This design comes from an exercise in tuning for small area and a short achievable clock period on the open sky130 flow, not from production work. RTL that was checked went through simulation tests only; none was proved equivalent to the original. Power figures rest on the tool's default switching activity, not on a simulated workload.

## CannyEdge
module CannyEdge(dAddrRegRow, dAddrRegCol, bWE, bCE, InData, OutData,
	OPMode, bOPEnable, dReadReg, dWriteReg, clk, rst_b);
Size: about 1700 cells after synthesis, ~38 I/O pins, ~25000 µm² of cells after synthesis.
clock: 10.0 ns
lec_check: 0
cap_margin: 20
core_margin: 2
core_utilization: 55
place_density: 0.7
slew_margin: 20
standard.sh (not shown) runs the stock make flow with config.mk's settings and CLKGATE_MAP_FILE= SYNTH_SCRIPT=/design/flow/synth_recipe.tcl, a recipe that flattens the netlist after the stock synthesis.
==> flow/flow/run.sh <==
#!/bin/bash
# Standard layout with two changes:
#  - after the standard synthesis, flow/polarity.py removes inverters between
#    full adders (a full adder is self-dual, so an adder can be implemented in
#    its inverted form); registers and all other cells are untouched;
#  - timing repair aims at a setup slack margin of MARGIN ns, and the port
#    buffers are plain buffers instead of the delay cell buffer_ports picks.
set -euo pipefail
MARGIN=7
R=orfs/results/sky130hd/CannyEdge/base
bash standard.sh synth > log_synth.txt 2>&1
cp $R/1_2_yosys.v $R/1_2_yosys_std.v
python3 flow/polarity.py $R/1_2_yosys_std.v $R/1_2_yosys.v > log_polarity.txt 2>&1
rm -f $R/1_synth.odb $R/1_synth.sdc
bash standard.sh SETUP_SLACK_MARGIN=$MARGIN "BUFFER_PORTS_ARGS=-buffer_cell sky130_fd_sc_hd__buf_2" finish > log_finish.txt 2>&1
Other scripts of this flow, unchanged in this note and not shown: flow/flow/polarity.py
The first run finished with timing, DRC and antenna clean.
==> next run, changes <==
--- a/flow/flow/run.sh
+++ b/flow/flow/run.sh
@@ -7,5 +7,5 @@
 #    buffers are plain buffers instead of the delay cell buffer_ports picks.
 set -euo pipefail
-MARGIN=7
+MARGIN=5
 R=orfs/results/sky130hd/CannyEdge/base
 bash standard.sh synth > log_synth.txt 2>&1
What happened: Power fell by 2.2%; first-iteration DRC count fell by 32%; synthesized cell count is unchanged; flip-flop and latch count is unchanged; die area is unchanged; design area fell by 15%; setup slack degrades by 0.40 ns; area after synthesis is unchanged.
==> next run, changes <==
--- a/flow/flow/run.sh
+++ b/flow/flow/run.sh
@@ -7,5 +7,5 @@
 #    buffers are plain buffers instead of the delay cell buffer_ports picks.
 set -euo pipefail
-MARGIN=5
+MARGIN=6
 R=orfs/results/sky130hd/CannyEdge/base
 bash standard.sh synth > log_synth.txt 2>&1
After rerunning: Flip-flop and latch count stays the same. Critical path depth rose by 1. Worst hold slack is worse by 0.031 ns. Final area goes up by 2.7%. Core utilization increases by 1.6 points. Register-to-register slack is better by 0.33 ns. Total power rises by 3.3%.

Setup of rev 12:
Another version of the RTL of CannyEdge (not shown whole).
Size: about 1600 cells after synthesis, about 38 I/O pins, ~24000 um2 of cells after synthesis.
clock: 10.0 ns
lec_check: 0
cap_margin: 20
core_margin: 2
core_utilization: 55
cts_buf_list: sky130_fd_sc_hd__clkbuf_8
cts_cluster_diameter: 60
cts_cluster_size: 12
place_density: 0.7
slew_margin: 20
==> flow/flow/run.sh <==
#!/bin/bash
# Standard layout with two changes:
#  - after the standard synthesis, flow/polarity.py removes inverters between
#    full adders (a full adder is self-dual, so an adder can be implemented in
#    its inverted form); registers and all other cells are untouched;
#  - timing repair aims at a setup slack margin of MARGIN ns, and the port
#    buffers are plain buffers instead of the delay cell buffer_ports picks.
set -euo pipefail
MARGIN=6
R=orfs/results/sky130hd/CannyEdge/base
bash standard.sh synth > log_synth.txt 2>&1
cp $R/1_2_yosys.v $R/1_2_yosys_std.v
python3 flow/polarity.py $R/1_2_yosys_std.v $R/1_2_yosys.v > log_polarity.txt 2>&1
rm -f $R/1_synth.odb $R/1_synth.sdc
bash standard.sh SETUP_SLACK_MARGIN=$MARGIN "BUFFER_PORTS_ARGS=-buffer_cell sky130_fd_sc_hd__buf_2" finish > log_finish.txt 2>&1
Other scripts of this flow, unchanged in this note and not shown: flow/flow/polarity.py
diff inputs: rev 12 => rev 13
- CTS_CLUSTER_SIZE no longer set, was 12
- CTS_BUF_LIST no longer set, was sky130_fd_sc_hd__clkbuf_8
- CTS_CLUSTER_DIAMETER no longer set, was 60
-- flow/flow/run.sh --
<<< rev 12, line 8
set -euo pipefail
MARGIN=6
R=orfs/results/sky130hd/CannyEdge/base
>>> rev 13, line 8
set -euo pipefail
MARGIN=6.5
R=orfs/results/sky130hd/CannyEdge/base
==> comparison <==
- NOTE: hold slack in rev 13 falls short of that of rev 12
- Min routed wire length across rev 13 and rev 12: rev 12
- Comparing rev 13 against rev 12, there is no change at all in count of final max-slew check failures.
- Comparing rev 13 and rev 12, final design instance area without fill is higher on rev 13.
- Rev 13 gives more cell count than rev 12 did.
- In the flow results for rev 13 and rev 12, the via count is smaller on rev 12.
- Between rev 12 and rev 13, share of the final layout cell area in sequential cells decreased.
- Delta(share of power burned in the clock network, rev 13 - rev 12) > 0
- In the flow results for rev 13 and rev 12, the maximum fanout along the worst path is smaller on rev 13.
No run of this note included a check of the RTL's function; only the layout flow was run.

Another version of the RTL of CannyEdge (not shown whole).
Size: about 2800 cells after synthesis, ~38 I/O pins.
Design CannyEdge, start of the top module:
module CannyEdge(dAddrRegRow, dAddrRegCol, bWE, bCE, InData, OutData,
	OPMode, bOPEnable, dReadReg, dWriteReg, clk, rst_b);
input  [2:0] dAddrRegRow, dAddrRegCol;
input        bWE, bCE;
input  [7:0] InData;
output [7:0] OutData;
reg    [7:0] OutData;
input  [2:0] OPMode;
input        bOPEnable;
input  [3:0] dReadReg, dWriteReg;
input        clk, rst_b;
reg [7:0] x [0:24];
reg [1:0] S;
reg       y6v;           
reg [1:0] y6c;           
reg [1:0] pd;            
reg [7:0] z1;            
reg [7:0] out_gf, out_grad, out_nms;
reg [1:0] out_dir;       
reg       out_bt;
wire wr = !bCE && !bWE;
wire rd = !bCE && bWE;
wire op = bCE && !bOPEnable;
wire op0 = op && S == 2'd0;
wire op1 = op && S == 2'd1;
wire op3 = op && S == 2'd3;
wire [4:0] rdec, cdec;
genvar gi;
generate for (gi = 0; gi < 5; gi = gi + 1) begin : g_dec
	assign rdec[gi] = dAddrRegRow == gi;
	assign cdec[gi] = dAddrRegCol == gi;
end endgenerate
wire [24:0] sel;
generate for (gi = 0; gi < 25; gi = gi + 1) begin : g_sel
	assign sel[gi] = rdec[gi/5] & cdec[gi%5];
end endgenerate
wire g1_1 = ~(~x[0][0] ^ x[1][0] ^ x[3][0]);
wire g1_2 = ~((~x[0][0] & ~x[1][0]) | (~x[3][0] & (~x[0][0] | ~x[1][0])));
wire g1_3 = ~(~x[4][0] ^ x[5][0] ^ ~x[6][0]);
wire g1_4 = ~((~x[4][0] & ~x[5][0]) | (x[6][0] & (~x[4][0] | ~x[5][0])));
wire g1_5 = ~(x[8][0] ^ x[9][0] ^ x[15][0]);
wire g1_6 = ~((x[8][0] & ~x[9][0]) | (~x[15][0] & (x[8][0] | ~x[9][0])));
wire g1_7 = ~(x[16][0] ^ ~x[18][0] ^ x[19][0]);
wire g1_8 = ~((x[16][0] & x[18][0]) | (~x[19][0] & (x[16][0] | x[18][0])));
wire g1_9 = ~(~x[20][0] ^ x[21][0] ^ x[23][0]);
wire g1_10 = ~((~x[20][0] & ~x[21][0]) | (~x[23][0] & (~x[20][0] | ~x[21][0])));
wire g1_11 = ~(~x[0][1] ^ x[1][1] ^ x[1][0]);
wire g1_12 = ~((~x[0][1] & ~x[1][1]) | (~x[1][0] & (~x[0][1] | ~x[1][1])));
wire g1_13 = ~(~x[3][1] ^ x[3][0] ^ x[4][1]);
wire g1_14 = ~((~x[3][1] & ~x[3][0]) | (~x[4][1] & (~x[3][1] | ~x[3][0])));
wire g1_15 = ~(~x[5][1] ^ x[5][0] ^ ~x[6][1]);
wire g1_16 = ~((~x[5][1] & ~x[5][0]) | (x[6][1] & (~x[5][1] | ~x[5][0])));
wire g1_17 = ~(~x[7][0] ^ ~x[8][1] ^ x[9][1]);
wire g1_18 = ~((~x[7][0] & x[8][1]) | (~x[9][1] & (~x[7][0] | x[8][1])));
wire g1_19 = ~(~x[9][0] ^ x[11][0] ^ x[13][0]);
wire g1_20 = ~((~x[9][0] & ~x[11][0]) | (~x[13][0] & (~x[9][0] | ~x[11][0])));
  ...
export LEC_CHECK = 0
export ABC_AREA = 1
export CAP_MARGIN = 20
export CORE_MARGIN = 2
export CORE_UTILIZATION = 55
export CTS_BUF_LIST = sky130_fd_sc_hd__clkbuf_8
export CTS_CLUSTER_DIAMETER = 80
export CTS_CLUSTER_SIZE = 16
export PLACE_DENSITY = 0.7
export SLEW_MARGIN = 20
create_clock -name core_clock -period 10.0 [get_ports {clk}]
==> flow/flow/run.sh <==
#!/bin/bash
# Standard layout with two changes:
#  - after the standard synthesis, flow/polarity.py removes inverters between
#    full adders (a full adder is self-dual, so an adder can be implemented in
#    its inverted form); registers and all other cells are untouched;
#  - timing repair aims at a setup slack margin of MARGIN ns, and the port
#    buffers are plain buffers instead of the delay cell buffer_ports picks.
set -euo pipefail
MARGIN=6.5
R=orfs/results/sky130hd/CannyEdge/base
bash standard.sh synth > log_synth.txt 2>&1
cp $R/1_2_yosys.v $R/1_2_yosys_std.v
python3 flow/polarity.py $R/1_2_yosys_std.v $R/1_2_yosys.v > log_polarity.txt 2>&1
rm -f $R/1_synth.odb $R/1_synth.sdc
bash standard.sh SETUP_SLACK_MARGIN=$MARGIN "BUFFER_PORTS_ARGS=-buffer_cell sky130_fd_sc_hd__buf_2" finish > log_finish.txt 2>&1
Other scripts of this flow, unchanged in this note and not shown: flow/flow/polarity.py
Change:
--- a/flow/flow/run.sh
+++ b/flow/flow/run.sh
@@ -8,3 +8,3 @@
 set -euo pipefail
-MARGIN=6.5
+MARGIN=7
 R=orfs/results/sky130hd/CannyEdge/base
- ABC_AREA: 1 -> not set
- CTS_CLUSTER_DIAMETER: 80 -> 60
- CTS_CLUSTER_SIZE: 16 -> 12
After rerunning: Count of clock-buffer cells in the layout came out higher by 11; cell area rose by 15%; total power increases by 7.5%; setup slack gains 190 ps; hold slack got worse by 18 ps; combinational power went up by 55%; global-route usage goes up by 2.1 points.

v1:
CannyEdge again, from the RTL that the note above started with.
Settings: LEC_CHECK=0, CAP_MARGIN=20, CORE_MARGIN=2, CORE_UTILIZATION=55, CTS_BUF_LIST=sky130_fd_sc_hd__clkbuf_8, CTS_CLUSTER_DIAMETER=70, CTS_CLUSTER_SIZE=14, PLACE_DENSITY=0.7, SLEW_MARGIN=20; clock period 10.0 ns.
==> flow/flow/run.sh <==
#!/bin/bash
# Standard layout with two changes:
#  - after the standard synthesis, flow/polarity.py removes inverters between
#    full adders (a full adder is self-dual, so an adder can be implemented in
#    its inverted form); registers and all other cells are untouched;
#  - timing repair aims at a setup slack margin of MARGIN ns, and the port
#    buffers are plain buffers instead of the delay cell buffer_ports picks.
set -euo pipefail
MARGIN=6.5
R=orfs/results/sky130hd/CannyEdge/base
bash standard.sh synth > log_synth.txt 2>&1
cp $R/1_2_yosys.v $R/1_2_yosys_std.v
python3 flow/polarity.py $R/1_2_yosys_std.v $R/1_2_yosys.v > log_polarity.txt 2>&1
rm -f $R/1_synth.odb $R/1_synth.sdc
bash standard.sh SETUP_SLACK_MARGIN=$MARGIN "BUFFER_PORTS_ARGS=-buffer_cell sky130_fd_sc_hd__buf_2" finish > log_finish.txt 2>&1
Other scripts of this flow, unchanged in this note and not shown: flow/flow/polarity.py
Here is what was changed in the inputs of v40 compared with v1.
--- a/flow/config.mk
+++ b/flow/config.mk
@@ -8,8 +8,8 @@
 export CAP_MARGIN = 20
 export CORE_MARGIN = 2
-export CORE_UTILIZATION = 55
+export CORE_UTILIZATION = 70
 export CTS_BUF_LIST = sky130_fd_sc_hd__clkbuf_8
-export CTS_CLUSTER_DIAMETER = 70
-export CTS_CLUSTER_SIZE = 14
-export PLACE_DENSITY = 0.7
+export CTS_CLUSTER_DIAMETER = 60
+export CTS_CLUSTER_SIZE = 12
+export PLACE_DENSITY = 0.8
 export SLEW_MARGIN = 20
Findings:
v40: full flow OK, the timing, DRC and antenna checks passed. Compared with v1, v40 shows a higher internal cell power. Final RePlAce weighted congestion (lower): v1. In v40 the number of clock buffers inserted by TritonCTS turned out 3 higher than in v1. v40 ended up with a higher critical path depth than v1 did. Achievable clock frequency went down slightly going from v1 to v40. | clock skew | higher: v1 |. STATUS worst hold slack: v40 loses against v1. On die area: between v40 and v1, it ends up lower for v40. Per the comparison of v40 with v1, clock network contribution to total cell area level, detailed-router iteration count before antenna repair now sits higher.
The inputs of v30 differ from those of v40 as listed below.
==> flow/config.mk <==
export PLATFORM = sky130hd
export DESIGN_NAME = CannyEdge
export DESIGN_NICKNAME = CannyEdge
export VERILOG_FILES = /design/flow/design.v
export SDC_FILE = /design/flow/constraint.sdc
export NUM_CORES = 4
export LEC_CHECK = 0
export CAP_MARGIN = 5
export CORE_MARGIN = 2
export CORE_UTILIZATION = 55
export CTS_BUF_LIST = sky130_fd_sc_hd__clkbuf_8
export CTS_CLUSTER_DIAMETER = 80
export CTS_CLUSTER_SIZE = 16
export PLACE_DENSITY = 0.7
export SLEW_MARGIN = 5
## What came out
- Layout buffering overhead excluding clock cells (lower): v30
- v30 finished every stage and its layout cleared the timing, DRC and antenna checks.
- v30 against v40: initial antenna violation count went up; achievable frequency went up; area of the mapped netlist did not really move; total power went down.
- In v30 relative to v40, final cell count without fillers had gone up by a few percent.
- The lower worst setup slack came out of v40.
Relative to v30, the following input files were edited for v46:
--- a/flow/flow/run.sh
+++ b/flow/flow/run.sh
@@ -7,5 +7,5 @@
 #    buffers are plain buffers instead of the delay cell buffer_ports picks.
 set -euo pipefail
-MARGIN=6.5
+MARGIN=6.6
 R=orfs/results/sky130hd/CannyEdge/base
 bash standard.sh synth > log_synth.txt 2>&1
--- a/flow/config.mk
+++ b/flow/config.mk
@@ -6,5 +6,5 @@
 export NUM_CORES = 4
 export LEC_CHECK = 0
-export CAP_MARGIN = 5
+export CAP_MARGIN = 20
 export CORE_MARGIN = 2
 export CORE_UTILIZATION = 55
@@ -13,3 +13,3 @@
 export CTS_CLUSTER_SIZE = 16
 export PLACE_DENSITY = 0.7
-export SLEW_MARGIN = 5
+export SLEW_MARGIN = 20
--- outcome ---
- Summary of the comparison: post-route minimum period is lower in v46, relative to v30.
- v46 reports its launching element of the worst setup path as x[11][3] while v30 reports bOPEnable.
- Row wire length: v46 higher / v30 lower
- Comparing v30 against v46, there is no change at all in flip-flop and latch count.
- Compared with v30, in v46 total power rose by 0.000026 W, share of cell area taken by flip-flops and latches fell by 1.1 points, clock skew rose by 0.0032 ns, switching power summed over all nets fell by 0.52%.

CannyEdge, a different RTL version from the one above (not shown whole).
Size: roughly 2200 cells after synthesis, about 26000 sq um of cells after synthesis.
// CannyEdge
module CannyEdge(dAddrRegRow, dAddrRegCol, bWE, bCE, InData, OutData,
	OPMode, bOPEnable, dReadReg, dWriteReg, clk, rst_b);
==> flow/config.mk <==
export PLATFORM = sky130hd
export DESIGN_NAME = CannyEdge
export DESIGN_NICKNAME = CannyEdge
export VERILOG_FILES = /design/flow/design.v
export SDC_FILE = /design/flow/constraint.sdc
export NUM_CORES = 4
export LEC_CHECK = 0
export CAP_MARGIN = 20
export CORE_MARGIN = 2
export CORE_UTILIZATION = 55
export CTS_BUF_LIST = sky130_fd_sc_hd__clkbuf_8
export CTS_CLUSTER_DIAMETER = 60
export CTS_CLUSTER_SIZE = 12
export PLACE_DENSITY = 0.7
export SLEW_MARGIN = 20
==> flow/constraint.sdc <==
create_clock -name core_clock -period 10.0 [get_ports {clk}]
set_input_delay 2.0000 -clock core_clock [delete_from_list [all_inputs] [get_ports {clk}]]
set_output_delay 2.0000 -clock core_clock [all_outputs]
set_load 0.01 [all_outputs]
==> flow/flow/run.sh <==
#!/bin/bash
# Standard layout with two changes:
#  - after the standard synthesis, flow/polarity.py removes inverters between
#    full adders (a full adder is self-dual, so an adder can be implemented in
#    its inverted form); registers and all other cells are untouched;
#  - timing repair aims at a setup slack margin of MARGIN ns, and the port
#    buffers are plain buffers instead of the delay cell buffer_ports picks.
set -euo pipefail
MARGIN=6.5
R=orfs/results/sky130hd/CannyEdge/base
bash standard.sh synth > log_synth.txt 2>&1
cp $R/1_2_yosys.v $R/1_2_yosys_std.v
python3 flow/polarity.py $R/1_2_yosys_std.v $R/1_2_yosys.v > log_polarity.txt 2>&1
rm -f $R/1_synth.odb $R/1_synth.sdc
bash standard.sh SETUP_SLACK_MARGIN=$MARGIN RECOVER_POWER=100 "BUFFER_PORTS_ARGS=-buffer_cell sky130_fd_sc_hd__buf_2" finish > log_finish.txt 2>&1
Other scripts of this flow, unchanged in this note and not shown: flow/flow/polarity.py
The first run finished with capacitance limit, slew limit left.
Rerun with:
--- a/flow/flow/run.sh
+++ b/flow/flow/run.sh
@@ -14,2 +14,2 @@
 rm -f $R/1_synth.odb $R/1_synth.sdc
-bash standard.sh SETUP_SLACK_MARGIN=$MARGIN RECOVER_POWER=100 "BUFFER_PORTS_ARGS=-buffer_cell sky130_fd_sc_hd__buf_2" finish > log_finish.txt 2>&1
+bash standard.sh SETUP_SLACK_MARGIN=$MARGIN "BUFFER_PORTS_ARGS=-buffer_cell sky130_fd_sc_hd__buf_2" finish > log_finish.txt 2>&1
Now the flow finished with timing, DRC and antenna clean.
Wire length is about the same.
Synthesized cell count is unchanged.
Final cell count stays flat.
Sequential power is about the same.
Rerun with:
--- a/flow/config.mk
+++ b/flow/config.mk
@@ -11,4 +11,4 @@
 export CTS_BUF_LIST = sky130_fd_sc_hd__clkbuf_8
-export CTS_CLUSTER_DIAMETER = 60
-export CTS_CLUSTER_SIZE = 12
+export CTS_CLUSTER_DIAMETER = 80
+export CTS_CLUSTER_SIZE = 16
 export PLACE_DENSITY = 0.7
Outcome: Flip-flop and latch count does not change. Clock skew is lower by 0.027 ns. Clock power shrinks by a quarter to a third.
Function was not checked in any run of this note: the RTL went through the layout flow alone.

[re-timing with driven ports]
The flow's constraints put no driver on any port. The routed layouts listed below were extracted and timed again, unchanged, in two steps.
Step 1 sets driving cells, clkbuf_16 on the clock port and buf_2 on the other inputs (assumed; they add their load-dependent delay and slew).
Step 2 also shifts input and output timing later by t, the mid clock arrival at the registers, as if the neighbouring blocks saw the same clock.
a / b / c = no drivers / after step 1 / after step 2; a / b = the first two.
run	t (ns)	setup slack, ns	worst setup path after step 2
the first run of note 1	0.607	6.060 / 6.060 / 6.060	register to register
the second run of note 1	0.618	5.662 / 5.662 / 5.192	input to register
the third run of note 1	0.613	5.994 / 5.994 / 5.503	input to register
rev 12	0.681	5.957 / 5.989 / 5.307	input to register
rev 13	0.607	6.217 / 6.217 / 5.894	input to register
the first run of note 3	0.710	6.474 / 6.474 / 5.812	input to register
the second run of note 3	0.682	6.664 / 6.664 / 6.133	input to register
v1	0.650	6.496 / 6.496 / 5.911	input to register
v40	0.655	6.473 / 6.477 / 5.837	input to register
v30	0.694	6.541 / 6.561 / 5.882	input to register
v46	0.680	6.635 / 6.635 / 5.997	input to register
the first run of note 5	0.679	4.757 / 4.794 / 4.115	input to register
the second run of note 5	0.678	6.507 / 6.507 / 5.914	input to register
the third run of note 5	0.706	6.511 / 6.511 / 5.889	input to register
For the first run of note 3, which loses most, drivers alone change the setup slack by 0.000 ns; drivers and shift together by -0.662 ns.
